From an optimization exercise on the open Yosys and OpenROAD flow, aimed at small area and a short achievable clock period; shortcuts taken in it are not production practice. No functional check of the RTL was part of this run. No activity file was given, so power comes from the tool's default toggle rates.

==> design.v <==
module multiplier (a, b, prod, qnan, infinity, zero, normal, clk);
input [15:0] a, b;
input clk;
output [15:0] prod;
output qnan, infinity, zero, normal;
wire [4:0] ea = a[14:10], eb = b[14:10];
wire a_m0 = ~|a[9:0], b_m0 = ~|b[9:0];
wire a_e1 = &ea, b_e1 = &eb;
wire a_e0 = ~|ea, b_e0 = ~|eb;
wire a_n = ~a_e1 & ~a_e0, b_n = ~b_e1 & ~b_e0;
wire a_inf = a_e1 & a_m0, b_inf = b_e1 & b_m0;
wire a_zero = a_e0 & a_m0, b_zero = b_e0 & b_m0;
wire c_qnan = (a_inf & b_zero) | (b_inf & a_zero);
wire c_zero = ~a_inf & ~b_inf & (a_zero | b_zero);
wire c_fin = ~a_e1 & ~b_e1 & ~a_zero & ~b_zero;
wire [5:0] esum = ea + eb;
wire [4:0] pe_nn = ea + eb + 5'd17;
wire [4:0] c_pe0 = (a_n & b_n) ? pe_nn : a_n ? ea : b_n ? eb : 5'd15;
wire c_f0 = c_fin & (~(a_n & b_n) | (esum <= 6'd45));
wire c_f1 = c_fin & ((a_n & b_n) ? (esum <= 6'd44) : a_n ? (ea != 5'd30) : b_n ? (eb != 5'd30) : 1'b1);
reg [10:0] sa, sb;
reg sgn1, qn1, zr1, f01, f11;
reg [4:0] pe1;
always @(posedge clk) begin
  sa <= {a_n, a[9:0]};
  sb <= {b_n, b[9:0]};
  sgn1 <= a[15] ^ b[15];
  qn1 <= c_qnan;
  zr1 <= c_zero;
  f01 <= c_f0;
  f11 <= c_f1;
  pe1 <= c_pe0;
end
wire [12:0] bx = {1'b0, sb, 1'b0};
wire [11:0] ax = {1'b0, sa};
wire [12:0] ax2 = {1'b0, sa, 1'b0};
wire bn0 = bx[2];
wire b1_0 = bx[1] ^ bx[0];
wire b2_0 = (bx[2] & ~bx[1] & ~bx[0]) | (~bx[2] & bx[1] & bx[0]);
wire bp_0_0 = bn0 ^ ((b1_0 & ax[0]));
wire bp_0_1 = bn0 ^ ((b1_0 & ax[1]) | (b2_0 & ax2[1]));
wire bp_0_2 = bn0 ^ ((b1_0 & ax[2]) | (b2_0 & ax2[2]));
wire bp_0_3 = bn0 ^ ((b1_0 & ax[3]) | (b2_0 & ax2[3]));
wire bp_0_4 = bn0 ^ ((b1_0 & ax[4]) | (b2_0 & ax2[4]));
wire bp_0_5 = bn0 ^ ((b1_0 & ax[5]) | (b2_0 & ax2[5]));
wire bp_0_6 = bn0 ^ ((b1_0 & ax[6]) | (b2_0 & ax2[6]));
wire bp_0_7 = bn0 ^ ((b1_0 & ax[7]) | (b2_0 & ax2[7]));
wire bp_0_8 = bn0 ^ ((b1_0 & ax[8]) | (b2_0 & ax2[8]));
wire bp_0_9 = bn0 ^ ((b1_0 & ax[9]) | (b2_0 & ax2[9]));
wire bp_0_10 = bn0 ^ ((b1_0 & ax[10]) | (b2_0 & ax2[10]));
wire bp_0_11 = bn0 ^ ((b2_0 & ax2[11]));
wire bnn0 = ~bn0;
wire bn1 = bx[4];
wire b1_1 = bx[3] ^ bx[2];
wire b2_1 = (bx[4] & ~bx[3] & ~bx[2]) | (~bx[4] & bx[3] & bx[2]);
wire bp_1_0 = bn1 ^ ((b1_1 & ax[0]));
wire bp_1_1 = bn1 ^ ((b1_1 & ax[1]) | (b2_1 & ax2[1]));
wire bp_1_2 = bn1 ^ ((b1_1 & ax[2]) | (b2_1 & ax2[2]));
wire bp_1_3 = bn1 ^ ((b1_1 & ax[3]) | (b2_1 & ax2[3]));
wire bp_1_4 = bn1 ^ ((b1_1 & ax[4]) | (b2_1 & ax2[4]));
wire bp_1_5 = bn1 ^ ((b1_1 & ax[5]) | (b2_1 & ax2[5]));
wire bp_1_6 = bn1 ^ ((b1_1 & ax[6]) | (b2_1 & ax2[6]));
wire bp_1_7 = bn1 ^ ((b1_1 & ax[7]) | (b2_1 & ax2[7]));
wire bp_1_8 = bn1 ^ ((b1_1 & ax[8]) | (b2_1 & ax2[8]));
wire bp_1_9 = bn1 ^ ((b1_1 & ax[9]) | (b2_1 & ax2[9]));
wire bp_1_10 = bn1 ^ ((b1_1 & ax[10]) | (b2_1 & ax2[10]));
wire bp_1_11 = bn1 ^ ((b2_1 & ax2[11]));
wire bnn1 = ~bn1;
wire bn2 = bx[6];
wire b1_2 = bx[5] ^ bx[4];
wire b2_2 = (bx[6] & ~bx[5] & ~bx[4]) | (~bx[6] & bx[5] & bx[4]);
wire bp_2_0 = bn2 ^ ((b1_2 & ax[0]));
wire bp_2_1 = bn2 ^ ((b1_2 & ax[1]) | (b2_2 & ax2[1]));
wire bp_2_2 = bn2 ^ ((b1_2 & ax[2]) | (b2_2 & ax2[2]));
wire bp_2_3 = bn2 ^ ((b1_2 & ax[3]) | (b2_2 & ax2[3]));
wire bp_2_4 = bn2 ^ ((b1_2 & ax[4]) | (b2_2 & ax2[4]));
wire bp_2_5 = bn2 ^ ((b1_2 & ax[5]) | (b2_2 & ax2[5]));
wire bp_2_6 = bn2 ^ ((b1_2 & ax[6]) | (b2_2 & ax2[6]));
wire bp_2_7 = bn2 ^ ((b1_2 & ax[7]) | (b2_2 & ax2[7]));
wire bp_2_8 = bn2 ^ ((b1_2 & ax[8]) | (b2_2 & ax2[8]));
wire bp_2_9 = bn2 ^ ((b1_2 & ax[9]) | (b2_2 & ax2[9]));
wire bp_2_10 = bn2 ^ ((b1_2 & ax[10]) | (b2_2 & ax2[10]));
wire bp_2_11 = bn2 ^ ((b2_2 & ax2[11]));
wire bnn2 = ~bn2;
wire bn3 = bx[8];
wire b1_3 = bx[7] ^ bx[6];
wire b2_3 = (bx[8] & ~bx[7] & ~bx[6]) | (~bx[8] & bx[7] & bx[6]);
wire bp_3_0 = bn3 ^ ((b1_3 & ax[0]));
wire bp_3_1 = bn3 ^ ((b1_3 & ax[1]) | (b2_3 & ax2[1]));
wire bp_3_2 = bn3 ^ ((b1_3 & ax[2]) | (b2_3 & ax2[2]));
wire bp_3_3 = bn3 ^ ((b1_3 & ax[3]) | (b2_3 & ax2[3]));
wire bp_3_4 = bn3 ^ ((b1_3 & ax[4]) | (b2_3 & ax2[4]));
wire bp_3_5 = bn3 ^ ((b1_3 & ax[5]) | (b2_3 & ax2[5]));
wire bp_3_6 = bn3 ^ ((b1_3 & ax[6]) | (b2_3 & ax2[6]));
wire bp_3_7 = bn3 ^ ((b1_3 & ax[7]) | (b2_3 & ax2[7]));
wire bp_3_8 = bn3 ^ ((b1_3 & ax[8]) | (b2_3 & ax2[8]));
wire bp_3_9 = bn3 ^ ((b1_3 & ax[9]) | (b2_3 & ax2[9]));
wire bp_3_10 = bn3 ^ ((b1_3 & ax[10]) | (b2_3 & ax2[10]));
wire bp_3_11 = bn3 ^ ((b2_3 & ax2[11]));
wire bnn3 = ~bn3;
wire bn4 = bx[10];
wire b1_4 = bx[9] ^ bx[8];
wire b2_4 = (bx[10] & ~bx[9] & ~bx[8]) | (~bx[10] & bx[9] & bx[8]);
wire bp_4_0 = bn4 ^ ((b1_4 & ax[0]));
wire bp_4_1 = bn4 ^ ((b1_4 & ax[1]) | (b2_4 & ax2[1]));
wire bp_4_2 = bn4 ^ ((b1_4 & ax[2]) | (b2_4 & ax2[2]));
wire bp_4_3 = bn4 ^ ((b1_4 & ax[3]) | (b2_4 & ax2[3]));
wire bp_4_4 = bn4 ^ ((b1_4 & ax[4]) | (b2_4 & ax2[4]));
wire bp_4_5 = bn4 ^ ((b1_4 & ax[5]) | (b2_4 & ax2[5]));
wire bp_4_6 = bn4 ^ ((b1_4 & ax[6]) | (b2_4 & ax2[6]));
wire bp_4_7 = bn4 ^ ((b1_4 & ax[7]) | (b2_4 & ax2[7]));
wire bp_4_8 = bn4 ^ ((b1_4 & ax[8]) | (b2_4 & ax2[8]));
wire bp_4_9 = bn4 ^ ((b1_4 & ax[9]) | (b2_4 & ax2[9]));
wire bp_4_10 = bn4 ^ ((b1_4 & ax[10]) | (b2_4 & ax2[10]));
wire bp_4_11 = bn4 ^ ((b2_4 & ax2[11]));
wire bnn4 = ~bn4;
wire bn5 = bx[12];
wire b1_5 = bx[11] ^ bx[10];
wire b2_5 = (bx[12] & ~bx[11] & ~bx[10]) | (~bx[12] & bx[11] & bx[10]);
wire bp_5_0 = (b1_5 & ax[0]);
wire bp_5_1 = (b1_5 & ax[1]) | (b2_5 & ax2[1]);
wire bp_5_2 = (b1_5 & ax[2]) | (b2_5 & ax2[2]);
wire bp_5_3 = (b1_5 & ax[3]) | (b2_5 & ax2[3]);
wire bp_5_4 = (b1_5 & ax[4]) | (b2_5 & ax2[4]);
wire bp_5_5 = (b1_5 & ax[5]) | (b2_5 & ax2[5]);
wire bp_5_6 = (b1_5 & ax[6]) | (b2_5 & ax2[6]);
wire bp_5_7 = (b1_5 & ax[7]) | (b2_5 & ax2[7]);
wire bp_5_8 = (b1_5 & ax[8]) | (b2_5 & ax2[8]);
wire bp_5_9 = (b1_5 & ax[9]) | (b2_5 & ax2[9]);
wire bp_5_10 = (b1_5 & ax[10]) | (b2_5 & ax2[10]);
wire bp_5_11 = (b2_5 & ax2[11]);
wire s1 = bn1 ^ bp_0_2;
wire c2 = bn1 & bp_0_2;
wire s3 = bp_0_3 ^ bp_1_1;
wire c4 = bp_0_3 & bp_1_1;
wire s5 = bn2 ^ bp_0_4 ^ bp_1_2;
wire c6 = (bn2 & bp_0_4) | (bn2 & bp_1_2) | (bp_0_4 & bp_1_2);
wire s7 = bp_2_0 ^ c4;
wire c8 = bp_2_0 & c4;
wire s9 = bp_0_5 ^ bp_1_3 ^ bp_2_1;
wire c10 = (bp_0_5 & bp_1_3) | (bp_0_5 & bp_2_1) | (bp_1_3 & bp_2_1);
wire s11 = c6 ^ c8;
wire c12 = c6 & c8;
wire s13 = bn3 ^ bp_0_6 ^ bp_1_4;
wire c14 = (bn3 & bp_0_6) | (bn3 & bp_1_4) | (bp_0_6 & bp_1_4);
wire s15 = bp_2_2 ^ bp_3_0 ^ c10;
wire c16 = (bp_2_2 & bp_3_0) | (bp_2_2 & c10) | (bp_3_0 & c10);
wire s17 = s13 ^ c12;
wire c18 = s13 & c12;
wire s19 = bp_0_7 ^ bp_1_5 ^ bp_2_3;
wire c20 = (bp_0_7 & bp_1_5) | (bp_0_7 & bp_2_3) | (bp_1_5 & bp_2_3);
wire s21 = bp_3_1 ^ c14 ^ s19;
wire c22 = (bp_3_1 & c14) | (bp_3_1 & s19) | (c14 & s19);
wire s23 = c16 ^ c18;
wire c24 = c16 & c18;
wire s25 = bn4 ^ bp_0_8 ^ bp_1_6;
wire c26 = (bn4 & bp_0_8) | (bn4 & bp_1_6) | (bp_0_8 & bp_1_6);
wire s27 = bp_2_4 ^ bp_3_2 ^ bp_4_0;
wire c28 = (bp_2_4 & bp_3_2) | (bp_2_4 & bp_4_0) | (bp_3_2 & bp_4_0);
wire s29 = c20 ^ s25 ^ s27;
wire c30 = (c20 & s25) | (c20 & s27) | (s25 & s27);
wire s31 = c22 ^ s29;
wire c32 = c22 & s29;
wire s33 = bp_0_9 ^ bp_1_7 ^ bp_2_5;
wire c34 = (bp_0_9 & bp_1_7) | (bp_0_9 & bp_2_5) | (bp_1_7 & bp_2_5);
wire s35 = bp_3_3 ^ bp_4_1 ^ c26;
wire c36 = (bp_3_3 & bp_4_1) | (bp_3_3 & c26) | (bp_4_1 & c26);
wire s37 = c28 ^ s33 ^ c30;
wire c38 = (c28 & s33) | (c28 & c30) | (s33 & c30);
wire s39 = s35 ^ c32;
wire c40 = s35 & c32;
wire s41 = bp_0_10 ^ bp_1_8 ^ bp_2_6;
wire c42 = (bp_0_10 & bp_1_8) | (bp_0_10 & bp_2_6) | (bp_1_8 & bp_2_6);
wire s43 = bp_3_4 ^ bp_4_2 ^ bp_5_0;
wire c44 = (bp_3_4 & bp_4_2) | (bp_3_4 & bp_5_0) | (bp_4_2 & bp_5_0);
wire s45 = c34 ^ s41 ^ s43;
wire c46 = (c34 & s41) | (c34 & s43) | (s41 & s43);
wire s47 = c36 ^ s45 ^ c38;
wire c48 = (c36 & s45) | (c36 & c38) | (s45 & c38);
wire s49 = bp_0_11 ^ bp_1_9 ^ bp_2_7;
wire c50 = (bp_0_11 & bp_1_9) | (bp_0_11 & bp_2_7) | (bp_1_9 & bp_2_7);
wire s51 = bp_3_5 ^ bp_4_3 ^ bp_5_1;
wire c52 = (bp_3_5 & bp_4_3) | (bp_3_5 & bp_5_1) | (bp_4_3 & bp_5_1);
wire s53 = c42 ^ c44 ^ s49;
wire c54 = (c42 & c44) | (c42 & s49) | (c44 & s49);
wire s55 = s51 ^ c46 ^ s53;
wire c56 = (s51 & c46) | (s51 & s53) | (c46 & s53);
wire s57 = bn0 ^ bp_1_10 ^ bp_2_8;
wire c58 = (bn0 & bp_1_10) | (bn0 & bp_2_8) | (bp_1_10 & bp_2_8);
wire s59 = bp_3_6 ^ bp_4_4 ^ bp_5_2;
wire c60 = (bp_3_6 & bp_4_4) | (bp_3_6 & bp_5_2) | (bp_4_4 & bp_5_2);
wire s61 = c50 ^ c52 ^ s57;
wire c62 = (c50 & c52) | (c50 & s57) | (c52 & s57);
wire s63 = s59 ^ c54 ^ s61;
wire c64 = (s59 & c54) | (s59 & s61) | (c54 & s61);
wire s65 = bn0 ^ bp_1_11 ^ bp_2_9;
wire c66 = (bn0 & bp_1_11) | (bn0 & bp_2_9) | (bp_1_11 & bp_2_9);
wire s67 = bp_3_7 ^ bp_4_5 ^ bp_5_3;
wire c68 = (bp_3_7 & bp_4_5) | (bp_3_7 & bp_5_3) | (bp_4_5 & bp_5_3);
wire s69 = c58 ^ c60 ^ s65;
wire c70 = (c58 & c60) | (c58 & s65) | (c60 & s65);
wire s71 = s67 ^ c62 ^ s69;
wire c72 = (s67 & c62) | (s67 & s69) | (c62 & s69);
wire s73 = bnn0 ^ bnn1 ^ bp_2_10;
wire c74 = (bnn0 & bnn1) | (bnn0 & bp_2_10) | (bnn1 & bp_2_10);
wire s75 = bp_3_8 ^ bp_4_6 ^ bp_5_4;
wire c76 = (bp_3_8 & bp_4_6) | (bp_3_8 & bp_5_4) | (bp_4_6 & bp_5_4);
wire s77 = c66 ^ c68 ^ s73;
wire c78 = (c66 & c68) | (c66 & s73) | (c68 & s73);
wire s79 = s75 ^ c70 ^ s77;
wire c80 = (s75 & c70) | (s75 & s77) | (c70 & s77);
wire s81 = ~(bp_2_11 ^ bp_3_9);
wire c82 = bp_2_11 | bp_3_9;
wire s83 = bp_4_7 ^ bp_5_5 ^ s81;
wire c84 = (bp_4_7 & bp_5_5) | (bp_4_7 & s81) | (bp_5_5 & s81);
wire s85 = c74 ^ c76 ^ s83;
wire c86 = (c74 & c76) | (c74 & s83) | (c76 & s83);
wire s87 = c78 ^ s85;
wire c88 = c78 & s85;
wire s89 = bnn2 ^ bp_3_10 ^ bp_4_8;
wire c90 = (bnn2 & bp_3_10) | (bnn2 & bp_4_8) | (bp_3_10 & bp_4_8);
wire s91 = bp_5_6 ^ c82 ^ s89;
wire c92 = (bp_5_6 & c82) | (bp_5_6 & s89) | (c82 & s89);
wire s93 = c84 ^ s91 ^ c86;
wire c94 = (c84 & s91) | (c84 & c86) | (s91 & c86);
wire s95 = ~(bp_3_11 ^ bp_4_9);
wire c96 = bp_3_11 | bp_4_9;
wire s97 = bp_5_7 ^ s95 ^ c90;
wire c98 = (bp_5_7 & s95) | (bp_5_7 & c90) | (s95 & c90);
wire s99 = c92 ^ s97;
wire c100 = c92 & s97;
wire s101 = bnn3 ^ bp_4_10 ^ bp_5_8;
wire c102 = (bnn3 & bp_4_10) | (bnn3 & bp_5_8) | (bp_4_10 & bp_5_8);
wire s103 = c96 ^ s101 ^ c98;
wire c104 = (c96 & s101) | (c96 & c98) | (s101 & c98);
wire s105 = ~(bp_4_11 ^ bp_5_9);
wire c106 = bp_4_11 | bp_5_9;
wire s107 = s105 ^ c102;
wire c108 = s105 & c102;
wire s109 = bnn4 ^ bp_5_10 ^ c106;
wire c110 = (bnn4 & bp_5_10) | (bnn4 & c106) | (bp_5_10 & c106);
wire s111 = ~bp_5_11;
wire [21:0] rowa = {s111, c108, s107, c100, s99, c88, c80, c72, c64, c56, s55, c40, s37, c24, s21, s15, s9, s5, c2, bp_1_0, bp_0_1, bn0};
wire [21:0] rowb = {c110, s109, c104, s103, c94, s93, s87, s79, s71, s63, c48, s47, s39, s31, s23, s17, s11, s7, s3, s1, 1'b0, bp_0_0};
wire [21:0] pg_g = rowa & rowb;
wire [21:0] pg_p = rowa ^ rowb;
wire G0_1 = pg_g[1] | (pg_p[1] & pg_g[0]);
wire G0_3 = pg_g[3] | (pg_p[3] & pg_g[2]);
wire P0_3 = pg_p[3] & pg_p[2];
wire G0_5 = pg_g[5] | (pg_p[5] & pg_g[4]);
wire P0_5 = pg_p[5] & pg_p[4];
wire G0_7 = pg_g[7] | (pg_p[7] & pg_g[6]);
wire P0_7 = pg_p[7] & pg_p[6];
wire G0_9 = pg_g[9] | (pg_p[9] & pg_g[8]);
wire P0_9 = pg_p[9] & pg_p[8];
wire G0_11 = pg_g[11] | (pg_p[11] & pg_g[10]);
wire P0_11 = pg_p[11] & pg_p[10];
wire G0_13 = pg_g[13] | (pg_p[13] & pg_g[12]);
wire P0_13 = pg_p[13] & pg_p[12];
wire G0_15 = pg_g[15] | (pg_p[15] & pg_g[14]);
wire P0_15 = pg_p[15] & pg_p[14];
wire G0_17 = pg_g[17] | (pg_p[17] & pg_g[16]);
wire P0_17 = pg_p[17] & pg_p[16];
wire G0_19 = pg_g[19] | (pg_p[19] & pg_g[18]);
wire P0_19 = pg_p[19] & pg_p[18];
wire G0_21 = pg_g[21] | (pg_p[21] & pg_g[20]);
wire P0_21 = pg_p[21] & pg_p[20];
wire G1_2 = pg_g[2] | (pg_p[2] & G0_1);
wire G1_3 = G0_3 | (P0_3 & G0_1);
wire G1_6 = pg_g[6] | (pg_p[6] & G0_5);
wire P1_6 = pg_p[6] & P0_5;
wire G1_7 = G0_7 | (P0_7 & G0_5);
wire P1_7 = P0_7 & P0_5;
wire G1_10 = pg_g[10] | (pg_p[10] & G0_9);
wire P1_10 = pg_p[10] & P0_9;
wire G1_11 = G0_11 | (P0_11 & G0_9);
wire P1_11 = P0_11 & P0_9;
wire G1_14 = pg_g[14] | (pg_p[14] & G0_13);
wire P1_14 = pg_p[14] & P0_13;
wire G1_15 = G0_15 | (P0_15 & G0_13);
wire P1_15 = P0_15 & P0_13;
wire G1_18 = pg_g[18] | (pg_p[18] & G0_17);
wire P1_18 = pg_p[18] & P0_17;
wire G1_19 = G0_19 | (P0_19 & G0_17);
wire P1_19 = P0_19 & P0_17;
wire G2_4 = pg_g[4] | (pg_p[4] & G1_3);
wire G2_5 = G0_5 | (P0_5 & G1_3);
wire G2_6 = G1_6 | (P1_6 & G1_3);
wire G2_7 = G1_7 | (P1_7 & G1_3);
wire G2_12 = pg_g[12] | (pg_p[12] & G1_11);
wire P2_12 = pg_p[12] & P1_11;
wire G2_13 = G0_13 | (P0_13 & G1_11);
wire P2_13 = P0_13 & P1_11;
wire G2_14 = G1_14 | (P1_14 & G1_11);
wire P2_14 = P1_14 & P1_11;
wire G2_15 = G1_15 | (P1_15 & G1_11);
wire P2_15 = P1_15 & P1_11;
wire G2_20 = pg_g[20] | (pg_p[20] & G1_19);
wire P2_20 = pg_p[20] & P1_19;
wire G2_21 = G0_21 | (P0_21 & G1_19);
wire P2_21 = P0_21 & P1_19;
wire G3_8 = pg_g[8] | (pg_p[8] & G2_7);
wire G3_9 = G0_9 | (P0_9 & G2_7);
wire G3_10 = G1_10 | (P1_10 & G2_7);
wire G3_11 = G1_11 | (P1_11 & G2_7);
wire G3_12 = G2_12 | (P2_12 & G2_7);
wire G3_13 = G2_13 | (P2_13 & G2_7);
wire G3_14 = G2_14 | (P2_14 & G2_7);
wire G3_15 = G2_15 | (P2_15 & G2_7);
wire G4_16 = pg_g[16] | (pg_p[16] & G3_15);
wire G4_17 = G0_17 | (P0_17 & G3_15);
wire G4_18 = G1_18 | (P1_18 & G3_15);
wire G4_19 = G1_19 | (P1_19 & G3_15);
wire G4_20 = G2_20 | (P2_20 & G3_15);
wire G4_21 = G2_21 | (P2_21 & G3_15);
wire [22:0] cy;
assign cy[0] = 1'b0;
assign cy[1] = pg_g[0];
assign cy[2] = G0_1;
assign cy[3] = G1_2;
assign cy[4] = G1_3;
assign cy[5] = G2_4;
assign cy[6] = G2_5;
assign cy[7] = G2_6;
assign cy[8] = G2_7;
assign cy[9] = G3_8;
assign cy[10] = G3_9;
assign cy[11] = G3_10;
assign cy[12] = G3_11;
assign cy[13] = G3_12;
assign cy[14] = G3_13;
assign cy[15] = G3_14;
assign cy[16] = G3_15;
assign cy[17] = G4_16;
assign cy[18] = G4_17;
assign cy[19] = G4_18;
assign cy[20] = G4_19;
assign cy[21] = G4_20;
assign cy[22] = G4_21;
wire [21:0] raw = pg_p ^ cy[21:0];
wire [11:0] rhi = raw[21:10];
reg [11:0] r2;
reg sgn2, qn2, zr2, f02, f12;
reg [4:0] pe2;
always @(posedge clk) begin
  r2 <= rhi;
  sgn2 <= sgn1;
  qn2 <= qn1;
  zr2 <= zr1;
  f02 <= f01;
  f12 <= f11;
  pe2 <= pe1;
end
wire hi = r2[11];
wire fin = hi ? f12 : f02;
wire [9:0] sig = hi ? r2[10:1] : r2[9:0];
wire [4:0] pe = pe2 + hi;
assign qnan = qn2;
assign zero = zr2;
assign normal = fin;
assign infinity = ~qn2 & ~zr2 & ~fin;
assign prod[15] = sgn2;
assign prod[14:10] = fin ? pe : {5{~zr2}};
assign prod[9] = fin ? sig[9] : qn2;
assign prod[8:0] = fin ? sig[8:0] : {3'b000, qn2, 1'b0, qn2, 1'b0, qn2, 1'b0};
endmodule
==> run.sh <==
#!/bin/bash
# synth_recipe.tcl (not shown) runs the flow's synth.tcl, then flattens the netlist and writes it again
# the make line also repeats each setting of config.mk as NAME=value (left out here)
make -C /OpenROAD-flow-scripts/flow DESIGN_CONFIG=/design/flow/config.mk WORK_HOME=/design/flow/orfs CLKGATE_MAP_FILE= SYNTH_SCRIPT=/design/flow/synth_recipe.tcl finish
==> config.mk <==
export PLATFORM = sky130hd
export DESIGN_NAME = multiplier
export DESIGN_NICKNAME = multiplier
export VERILOG_FILES = /design/flow/design.v
export SDC_FILE = /design/flow/constraint.sdc
export NUM_CORES = 4
export LEC_CHECK = 0
export CAP_MARGIN = 20
export CORE_MARGIN = 2
export CORE_UTILIZATION = 40
export SLEW_MARGIN = 20
==> constraint.sdc <==
create_clock -name core_clock -period 12.0 [get_ports {clk}]
set_input_delay 2.4000 -clock core_clock [delete_from_list [all_inputs] [get_ports {clk}]]
set_output_delay 2.4000 -clock core_clock [all_outputs]
set_load 0.01 [all_outputs]
==> run_results.csv <==
group,metric,value,unit
power_and_ir_drop,internal_power,0.685,mW
power_and_ir_drop,p_clk_share,12.0,%
floorplan,coreArea,14400,µm²
worst_setup_path,cp-start-kind,"register",
timing,rsz0062_at_grt,"no",
hold_path,hold_depth,0,
cts,cts_tree,"done",
placed_design,dpl.cell_count,916,
timing,slew_headroom,31.3,%
timing,fin_crit,5.55,ns
cts,cts_hold_buf,0,
finish,num-fill-cells,1454,
cts,cts_buffer_depth,2,
global_routing,grt_max_degree,49,
finish,multi_input_area,4350,µm²
global_routing,grt-ovfl-total,0,
synth,synthArstFlopShare,0,%
worst_setup_path,path_class,"reg2reg",
global_routing,grt_pass1_vias,4771,
cts,cts_max_level,2,
synth,ys_warn_count,1,
timing,setup_ws,6.45,ns
timing,tightestPinTransition,1.03,ns
cts,postCtsSetupRepairBufs,0,
synth,synthTopCellsByArea,"dfxtp_1, fa_1, ha_1, nand2_1, a21oi_1",
detailed_routing,num_vias,5228,
finish,regArea,1080,µm²
timing,maxSlewViolCount,0,
power_and_ir_drop,swShare,44.1,%
placed_design,pre_cts_ws,6.55,ns
finish,nets,864,
detailed_routing,drc,0,
power_and_ir_drop,p_seq_share,22.1,%
finish,synthToLayoutAreaGrowth,11.9,%
synth,ys_types,52,
synth,avgSynthCellArea,7.98,µm²
flow_run,max_cap_violations,0,
global_routing,grt_pass1_wl,24.2,mm
floorplan,ios,53,
floorplan,die_y,125,µm
worst_setup_path,crit_fanout,22,
timing,finalCritPeriodShare,46.2,%
hold_path,hp-class,"reg2reg",
floorplan,die-area,15700,µm²
placed_design,dp_hpwl,11.5,mm
worst_setup_path,setup.worst_path.end_class,"register",
global_routing,antenna_found_initial,0,
finish,fin_cells,924,
finish,insertedDiodeCount,0,
synth,syn_inst,736,
cts,cts_resized,0,
detailed_routing,routedWlPerCell,16.3,µm
detailed_routing,dr.pass1.iters,5,
synth,synth_largest_area_cell,"dfxtp_1",
worst_setup_path,critPathRequiredTime,12.19,ns
detailed_routing,drtAntennaViolNets,0,
cts,root_buffer,"clkbuf_16",
power_and_ir_drop,power_frac_comb,65.9,%
synth,synth_common_cells,"nand2_1, a21oi_1, inv_1",
floorplan,die_w,125,µm
finish,final_core_util,45.6,%
timing,finClkSkew,0.00404,ns
finish,drive_above_1_share,2.16,%
cts,clkSlewWorstSetupHoldPaths,0.07,ns
detailed_routing,wirelength,15.1,mm
timing,fin_tns_setup,0,ns
placed_design,io_buffers,52,
synth,synth.most_common_cell,"nand2_1",
synth,synth.top_cell.area_share,18.4,%
placed_design,gp_congestion,0.872,
synth,synth_edf_count,0,
cts,insertion_delay,0.29,ns
power_and_ir_drop,total_power,1.23,mW
worst_setup_path,cp_data_arrival_time,5.74,ns
global_routing,track_usage,18.7,%
detailed_routing,viasPerCell,5.66,
synth,syn-num-nets,861,
power_and_ir_drop,p_sw,0.540,mW
power_and_ir_drop,p_leak,2.82,nW
synth,ys_ff_latch,54,
worst_setup_path,r2r_cells,15,
power_and_ir_drop,vdd_drop_max,0.0892,mV
synth,synth_flop_cell,"dfxtp_1",
floorplan,initial_utilization,40.7,%
outcome,status,"timing/DRC/antenna clean",
detailed_routing,first_iter_violations,496,
floorplan,rows,44,
power_and_ir_drop,powerDensity,186,nW/µm²
cts,cts.sinks,54,
synth,syn-cell-area,5870,µm²
timing,setup-violations-final,0,
cts,cts_buffers,5,
timing,finalHoldViolations,0,
synth,ys_seq_area_share,18.4,%
timing,fmax,180,MHz
-- worst max-delay path: stages, from the launching register on --
cell	delay, ns
dfxtp_1	0.79
nor2_1	0.43
a21oi_1	0.23
nor2_1	0.06
a221oi_1	0.44
fa_1	0.53
fa_1	0.43
fa_1	0.40
fa_1	0.38
ha_1	0.34
a21oi_1	0.17
o21ai_0	0.20
o21ai_0	0.37
nand3_1	0.14
fa_1	0.39
xor2_1	0.15
-- placed cells by master (no fill, tap or decap), drive strengths merged, types with 5 or more instances in the layout --
master,netlist,routed
o21ai,40,40
a22o,7,7
a22oi,33,33
and3,6,6
fa,47,47
mux2i,18,18
nor3,6,6
o22ai,13,13
nor2b,12,12
xnor2,14,14
nor4,6,6
a211oi,8,8
a31oi,9,9
clkbuf,51,5
nor2,53,53
nand2,81,81
nand2b,7,7
a21oi,60,60
a21o,6,6
and2,12,12
a221oi,11,11
maj3,10,10
xor2,15,15
ha,45,45
o31ai,6,6
dfxtp,54,54
nand3,14,14
clkdlybuf4s50,0,52
inv,56,58
-- power groups by stage --
stage | logic, mW | registers (mW) | clock network (mW)
2_1_floorplan | 0.609 | 0.244 | 0
3_5_place_dp | 0.806 | 0.275 | 0
6_report | 0.808 | 0.271 | 0.147
3_3_place_gp | 0.786 | 0.274 | 0
5_1_grt | 0.904 | 0.276 | 0.156
4_1_cts | 0.811 | 0.271 | 0.149
-- worst paths after layout --
kind | slack, ns | to | start
max | 6.45 | r2[7] | sb[1]
min reg2reg | 0.33 | qn2 | qn1
max reg2reg | 6.45 | r2[7] | sb[1]
min | 0.33 | qn2 | qn1
-- state kept, by name (all words and copies together), names as in the netlist --
signal  count
pe1         5
sa         11
f02         1
qn1         1
f12         1
sgn2        1
zr2         1
f11         1
zr1         1
pe2         5
r2         12
f01         1
qn2         1
sb         11
sgn1        1
-- metrics by stage --
step                hold slack (ns)  instance area, µm²
floorplan                     0.310                5870
global placement              0.311                6420
detailed placement            0.312                6420
CTS                           0.328                6570
global route                  0.333                6570
finish                        0.327                6570
-- cell families after synthesis --
group | after synthesis | share of synthesized area [%]
and+or+nand+nor | 204 | 15.8
AOI/OAI and AO/OA | 213 | 23.5
DFF | 54 | 18.4
adders and majority gates | 102 | 27.3
buffers and inverters | 115 | 7.42
muxes | 19 | 3.26
xor gates and xnor gates | 29 | 4.33
-- routing by layer --
| layer | up-vias | GRT usage (%) | part of all wire [%] |
|---|---|---|---|
| met3 | 15 | 2.70 | 5.8 |
| met5 | - | 0 | 0 |
| met4 | 0 | 4.38 | 1.3 |
| met1 | 2472 | 27.0 | 48 |
| met2 | 171 | 29.7 | 45 |
| li1 | 2570 | - | - |
-- final cells by class --
cell class / instances / share of cell area [%]
flip-flops and latches: 54 / 16.5
clock inverters: 3 / 0.400
clock buffers: 5 / 1.90
multi-input cells: 567 / 66.3
well taps: 184 / 3.50
inverters: 56 / 3.20
repair buffers: 55 / 8.27

port drivers added, routing unchanged:
The results above use ideal ports. As a check the final layout listed here was re-extracted and re-timed, cells and wires unchanged.
Step 1 sets driving cells, clkbuf_16 on the clock port and buf_2 on the other inputs (assumed; they add their load-dependent delay and slew).
Step 2 times the ports against the registers' clock, not the clock port: input delays grow and output delays shrink by t, the midpoint of the rising clock arrivals with the driver on.
a / b / c = ideal ports / drivers / drivers and shift; a / b = the first two.
t, ns: 0.335
setup slack, ns: 6.452 / 6.452 / 6.452
worst setup path after step 2: register to register
slew at the worst register clock pin (ns): 0.07 / 0.07
cell pins on the clock port's net: 1
After both steps setup and hold are still met in this run. For this run, drivers alone change the setup slack by 0.000 ns; drivers and shift together by 0.000 ns.
